What follows belongs to an exercise in optimizing a design on an open flow for small area and a short achievable clock period; a production flow would make more cautious choices. In this exercise RTL edits were held to simulation tests only and were not proved equivalent to the original. No activity file was given, so power comes from the tool's default toggle rates.

==> flow/design.v <==
module B_aoi222(a1, a2, b1, b2, c1, c2, y);
   input a1, a2, b1, b2, c1, c2;
   output y;
   assign y = ~((a1 & a2) | (b1 & b2) | (c1 & c2));
endmodule
module B_rdbit(sel, d, hit, hitn, wd, y);
   input [31:0] sel;
   input [31:0] d;
   input hit, hitn, wd;
   output y;
   wire [10:0] n;
   genvar g;
   generate
      for (g = 0; g < 10; g = g + 1) begin : g_aoi
         B_aoi222 u (.a1(sel[3*g]), .a2(d[3*g]), .b1(sel[3*g+1]), .b2(d[3*g+1]),
                     .c1(sel[3*g+2]), .c2(d[3*g+2]), .y(n[g]));
      end
   endgenerate
   B_aoi222 u10 (.a1(sel[30]), .a2(d[30]), .b1(sel[31]), .b2(d[31]),
                 .c1(hit), .c2(wd), .y(n[10]));
   wire p0 = ~(&n[3:0]);
   wire p1 = ~(&n[7:4]);
   wire p2 = ~(&n[10:8]);
   assign y = (p0 | p1 | p2) & (hitn | wd);
endmodule
module B_regFile(Clk, SrcRegA, SrcRegB, DestReg, WriteData, WE, DataA, DataB);
   input Clk;
   input [4:0] SrcRegA, SrcRegB;
   input [4:0] DestReg;
   input [31:0] WriteData;
   input WE;
   output [31:0] DataA, DataB;
   reg [31:0] REG_FILE [0:31];
   always @(posedge Clk)
      if (WE) REG_FILE[DestReg] <= WriteData;
   wire [31:0] selA = 32'd1 << SrcRegA;
   wire [31:0] selB = 32'd1 << SrcRegB;
   wire hitA = WE & (SrcRegA == DestReg);
   wire hitB = WE & (SrcRegB == DestReg);
   genvar k, b;
   generate
      for (b = 0; b < 32; b = b + 1) begin : g_bit
         wire [31:0] col;
         for (k = 0; k < 32; k = k + 1) begin : g_col
            wire [31:0] word = REG_FILE[k];
            assign col[k] = word[b];
         end
         B_rdbit ua (.sel(selA), .d(col), .hit(hitA), .hitn(~hitA), .wd(WriteData[b]), .y(DataA[b]));
         B_rdbit ub (.sel(selB), .d(col), .hit(hitB), .hitn(~hitB), .wd(WriteData[b]), .y(DataB[b]));
      end
   endgenerate
endmodule
clock: 11.0 ns
lec_check: 0
cap_margin: 20
core_margin: 2
core_utilization: 40
cts_buf_list: sky130_fd_sc_hd__clkbuf_8 sky130_fd_sc_hd__clkbuf_16
setup_slack_margin: 4.2
slew_margin: 20
synth_hierarchical: 1
standard.sh (not shown) runs the stock make flow with config.mk's settings and CLKGATE_MAP_FILE= SYNTH_SCRIPT=/design/flow/synth_recipe.tcl, a recipe that flattens the netlist after the stock synthesis.
==> flow/flow/run.sh <==
#!/bin/bash
# Own layout flow: the standard ORFS flow (standard.sh, unchanged
# synthesis, floorplan, power grid and routing) with three changes:
#  - ports are buffered with buf_2 rather than the resizer's default pick
#  - CTS inserts no dummy loads
#  - CTS uses clkbuf_8/clkbuf_16 and clusters up to 24 flip-flops per leaf buffer
set -euo pipefail
cd "$(dirname "$0")/.."
export BUFFER_PORTS_ARGS="-buffer_cell sky130_fd_sc_hd__buf_2"
export CTS_ARGS="-sink_clustering_enable -repair_clock_nets -dont_use_dummy_load -buf_list {sky130_fd_sc_hd__clkbuf_8 sky130_fd_sc_hd__clkbuf_16} -sink_clustering_size 24 -sink_clustering_max_diameter 60"
bash standard.sh finish > flow_make.log 2>&1
Then changed:
--- a/flow/flow/run.sh
+++ b/flow/flow/run.sh
@@ -6 +6 @@
-#  - CTS uses clkbuf_8/clkbuf_16 and clusters up to 24 flip-flops per leaf buffer
+#  - CTS uses clkbuf_8/clkbuf_16 and clusters up to 28 flip-flops per leaf buffer
@@ -10 +10 @@
-export CTS_ARGS="-sink_clustering_enable -repair_clock_nets -dont_use_dummy_load -buf_list {sky130_fd_sc_hd__clkbuf_8 sky130_fd_sc_hd__clkbuf_16} -sink_clustering_size 24 -sink_clustering_max_diameter 60"
+export CTS_ARGS="-sink_clustering_enable -repair_clock_nets -dont_use_dummy_load -buf_list {sky130_fd_sc_hd__clkbuf_8 sky130_fd_sc_hd__clkbuf_16} -sink_clustering_size 28 -sink_clustering_max_diameter 60"
--- a/flow/config.mk
+++ b/flow/config.mk
@@ -8,0 +9 @@
+export CELL_PAD_IN_SITES_DETAIL_PLACEMENT = 1
Total power is higher by 1.1%.
Wire length increases by 5.3%.
Setup slack gets better by 0.0031 ns.
Then changed:
--- a/flow/flow/run.sh
+++ b/flow/flow/run.sh
@@ -6 +6 @@
-#  - CTS uses clkbuf_8/clkbuf_16 and clusters up to 28 flip-flops per leaf buffer
+#  - CTS uses clkbuf_8/clkbuf_16 and clusters up to 24 flip-flops per leaf buffer
@@ -10 +10 @@
-export CTS_ARGS="-sink_clustering_enable -repair_clock_nets -dont_use_dummy_load -buf_list {sky130_fd_sc_hd__clkbuf_8 sky130_fd_sc_hd__clkbuf_16} -sink_clustering_size 28 -sink_clustering_max_diameter 60"
+export CTS_ARGS="-sink_clustering_enable -repair_clock_nets -dont_use_dummy_load -buf_list {sky130_fd_sc_hd__clkbuf_8 sky130_fd_sc_hd__clkbuf_16} -sink_clustering_size 24 -sink_clustering_max_diameter 60"
--- a/flow/config.mk
+++ b/flow/config.mk
@@ -13 +13 @@
-export SETUP_SLACK_MARGIN = 4.2
+export SETUP_SLACK_MARGIN = 4.45
Outcome:
- global-route usage is higher by 2.3 points
- sequential share of layout area falls by 3.4 points
- cell area is higher by 5.3%
- clock power rose by about 2%
- routed wire length is higher by 14%
- maximum frequency went up by 1.8%
Then changed:
--- a/flow/flow/run.sh
+++ b/flow/flow/run.sh
@@ -6 +6 @@
-#  - CTS uses clkbuf_8/clkbuf_16 and clusters up to 24 flip-flops per leaf buffer
+#  - CTS uses the buffers from CTS_BUF_LIST in config.mk
@@ -10 +10 @@
-export CTS_ARGS="-sink_clustering_enable -repair_clock_nets -dont_use_dummy_load -buf_list {sky130_fd_sc_hd__clkbuf_8 sky130_fd_sc_hd__clkbuf_16} -sink_clustering_size 24 -sink_clustering_max_diameter 60"
+export CTS_ARGS="-sink_clustering_enable -repair_clock_nets -dont_use_dummy_load -buf_list {sky130_fd_sc_hd__clkbuf_4 sky130_fd_sc_hd__clkbuf_8}"
--- a/flow/config.mk
+++ b/flow/config.mk
@@ -12 +12 @@
-export CTS_BUF_LIST = sky130_fd_sc_hd__clkbuf_8 sky130_fd_sc_hd__clkbuf_16
+export CTS_BUF_LIST = sky130_fd_sc_hd__clkbuf_4 sky130_fd_sc_hd__clkbuf_8
What happened: Die area stays the same. Clock power came out higher by 22%. Worst hold slack is worse by 0.16 ns. Sequential power stays flat. Routed wire length went up by about 4.7%.
Then changed:
--- a/flow/flow/run.sh
+++ b/flow/flow/run.sh
@@ -6 +6 @@
-#  - CTS uses the buffers from CTS_BUF_LIST in config.mk
+#  - CTS uses clkbuf_8/clkbuf_16 and clusters up to 24 flip-flops per leaf buffer
@@ -10 +10 @@
-export CTS_ARGS="-sink_clustering_enable -repair_clock_nets -dont_use_dummy_load -buf_list {sky130_fd_sc_hd__clkbuf_4 sky130_fd_sc_hd__clkbuf_8}"
+export CTS_ARGS="-sink_clustering_enable -repair_clock_nets -dont_use_dummy_load -buf_list {sky130_fd_sc_hd__clkbuf_8 sky130_fd_sc_hd__clkbuf_16} -sink_clustering_size 24 -sink_clustering_max_diameter 60"
--- a/flow/config.mk
+++ b/flow/config.mk
@@ -12,2 +12,2 @@
-export CTS_BUF_LIST = sky130_fd_sc_hd__clkbuf_4 sky130_fd_sc_hd__clkbuf_8
-export SETUP_SLACK_MARGIN = 4.45
+export CTS_BUF_LIST = sky130_fd_sc_hd__clkbuf_8 sky130_fd_sc_hd__clkbuf_16
+export SETUP_SLACK_MARGIN = 4.2
The new run completed with no timing, DRC or antenna violations.
Wire length is lower by 16%.
Global-route usage is lower by 2.8 points.
Final area is lower by 7.5%.
Setup slack degrades by 0.14 ns.


== lane 1 ==
RTL: the design.v shown in full above, as it stands there.
export LEC_CHECK = 0
export CAP_MARGIN = 20
export CORE_MARGIN = 2
export CORE_UTILIZATION = 40
export CTS_BUF_LIST = sky130_fd_sc_hd__clkbuf_4 sky130_fd_sc_hd__clkbuf_8
export SETUP_SLACK_MARGIN = 5
export SLEW_MARGIN = 20
export SYNTH_HIERARCHICAL = 1
create_clock -name core_clock -period 11.0 [get_ports {Clk}]
==> flow/flow/run.sh <==
#!/bin/bash
# Own layout flow: the standard ORFS flow (standard.sh, unchanged
# synthesis, floorplan, power grid and routing) with three changes:
#  - ports are buffered with buf_2 rather than the resizer's default pick
#  - CTS inserts no dummy loads
#  - CTS uses the buffers from CTS_BUF_LIST in config.mk
set -euo pipefail
cd "$(dirname "$0")/.."
export BUFFER_PORTS_ARGS="-buffer_cell sky130_fd_sc_hd__buf_2"
export CTS_ARGS="-sink_clustering_enable -repair_clock_nets -dont_use_dummy_load -buf_list {sky130_fd_sc_hd__clkbuf_4 sky130_fd_sc_hd__clkbuf_8}"
bash standard.sh finish > flow_make.log 2>&1
The following lists how lane 2 was set up differently from lane 1:
- CTS_BUF_LIST now sky130_fd_sc_hd__clkbuf_8 sky130_fd_sc_hd__clkbuf_16, was sky130_fd_sc_hd__clkbuf_4 sky130_fd_sc_hd__clkbuf_8
- CELL_PAD_IN_SITES_DETAIL_PLACEMENT now 1, previously not set
- SETUP_SLACK_MARGIN now 3.8, was 5
diff --git a/flow/flow/run.sh b/flow/flow/run.sh
--- a/flow/flow/run.sh
+++ b/flow/flow/run.sh
@@ -6 +6 @@
-#  - CTS uses the buffers from CTS_BUF_LIST in config.mk
+#  - CTS uses clkbuf_8/clkbuf_16 and clusters up to 24 flip-flops per leaf buffer
@@ -10 +10 @@
-export CTS_ARGS="-sink_clustering_enable -repair_clock_nets -dont_use_dummy_load -buf_list {sky130_fd_sc_hd__clkbuf_4 sky130_fd_sc_hd__clkbuf_8}"
+export CTS_ARGS="-sink_clustering_enable -repair_clock_nets -dont_use_dummy_load -buf_list {sky130_fd_sc_hd__clkbuf_8 sky130_fd_sc_hd__clkbuf_16} -sink_clustering_size 24 -sink_clustering_max_diameter 60"
### Flow results
The lower clock input transition at the sequential cells of the worst setup and hold paths of lane 1 and lane 2 is in lane 1.
Startpoint of the worst setup timing path = SrcRegA[2]: lane 1; startpoint of the worst setup timing path = SrcRegB[3]: lane 2
Lane 2 gives less worst path setup slack after routing than lane 1 did.
Per the comparison of lane 2 with lane 1, top achievable clock speed has decreased, combinational power has decreased, final cell area excluding filler cells has decreased, fraction of power consumed by the clock network has decreased, post-layout minimum cycle time has increased.
Changes in lane 3 relative to lane 2:
- SETUP_SLACK_MARGIN: 3.8 -> 5
- CELL_PAD_IN_SITES_DETAIL_PLACEMENT: 1 -> unset
- CTS_BUF_LIST: sky130_fd_sc_hd__clkbuf_8 sky130_fd_sc_hd__clkbuf_16 -> sky130_fd_sc_hd__clkbuf_4 sky130_fd_sc_hd__clkbuf_8
==> flow/run.sh (new file) <==
#!/bin/bash
# synth_recipe.tcl (not shown) runs the flow's synth.tcl, then flattens the netlist and writes it again
# the make line also repeats each setting of config.mk as NAME=value (left out here)
make -C /OpenROAD-flow-scripts/flow DESIGN_CONFIG=/design/flow/config.mk WORK_HOME=/design/flow/orfs CLKGATE_MAP_FILE= SYNTH_SCRIPT=/design/flow/synth_recipe.tcl finish
removed: flow/flow/run.sh
removed: flow/standard.sh
### Flow results
Arrival time of data at the critical path endpoint: lane 3 < lane 2. Relative to lane 2, the post-route total power of lane 3 is higher by 17%. [diff] number of vias after detailed routing, lane 3 relative to lane 2: regression.


Another version of the RTL of B_regFile (not shown whole).
Size in the first run: ~2200 cells after synthesis, ~1000 flip-flops, about 110 I/O pins, ~0.040 mm^2 of cells after synthesis.
==> flow/design.v (excerpt) <==
module B_regFile(Clk, SrcRegA, SrcRegB, DestReg, WriteData, WE, DataA, DataB);
make LEC_CHECK=0 CAP_MARGIN=20 CORE_MARGIN=2 CORE_UTILIZATION=40 SETUP_SLACK_MARGIN=5 SLEW_MARGIN=20 SYNTH_HIERARCHICAL=1 finish   # period 11.0 ns
run.sh (not shown) runs the stock make flow with config.mk's settings and CLKGATE_MAP_FILE= SYNTH_SCRIPT=/design/flow/synth_recipe.tcl, a recipe that flattens the netlist after the stock synthesis.
Stock flow here: none of the scripts above is used.
Next try:
--- a/flow/config.mk
+++ b/flow/config.mk
@@ -11 +10,0 @@
-export SETUP_SLACK_MARGIN = 5
After rerunning: Critical path depth is lower by 3; cell count is lower by about 5%; setup slack gets worse by 1600 ps; sequential power barely changes; total power stays flat; design area is lower by about 7%; utilization is lower by 3.5 points; wire length is lower by 10%.

re-timing with driven ports:
In the flow no input, the clock included, has a driving cell. The finished layouts below were timed again as built, in two steps. Step 1 assumes that a clkbuf_16 drives the clock port and a buf_2 every other input. Step 2, shift: input delay + t, output delay - t, t = (earliest + latest rising clock arrival at the registers) / 2. This alone moves slack from input paths to output paths. a / b / c = ideal / step 1 / step 2; a / b = the first two.
run | t, ns | setup WS [ns] | latest minus earliest clock arrival (ns) | worst slew at a driven data input, ns
the first run of note 1 | 0.708 | 4.157 / 4.128 / 4.128 | 0.077 / 0.077 | 0.16
the second run of note 1 | 0.738 | 4.160 / 4.095 / 4.095 | 0.082 / 0.082 | 0.18
the third run of note 1 | 0.758 | 4.284 / 4.149 / 4.149 | 0.055 / 0.056 | 0.19
the fourth run of note 1 | 0.917 | 4.252 / 4.113 / 4.113 | 0.105 / 0.105 | 0.20
the fifth run of note 1 | 0.729 | 4.111 / 4.078 / 4.078 | 0.086 / 0.086 | 0.17
lane 1 | 0.885 | 4.247 / 4.038 / 4.038 | 0.065 / 0.065 | 0.30
lane 2 | 0.730 | 3.847 / 3.729 / 3.729 | 0.084 / 0.084 | 0.16
lane 3 | 0.910 | 4.251 / 4.000 / 4.000 | 0.054 / 0.054 | 0.31
the first run of note 3 | 0.736 | 3.595 / 3.534 / 3.534 | 0.035 / 0.035 | 0.11
the second run of note 3 | 0.724 | 1.945 / 1.917 / 1.917 | 0.023 / 0.023 | 0.20
After both steps every run listed still meets setup and hold. For lane 3, which loses most, drivers alone change the setup slack by -0.251 ns; drivers and shift together by -0.251 ns.
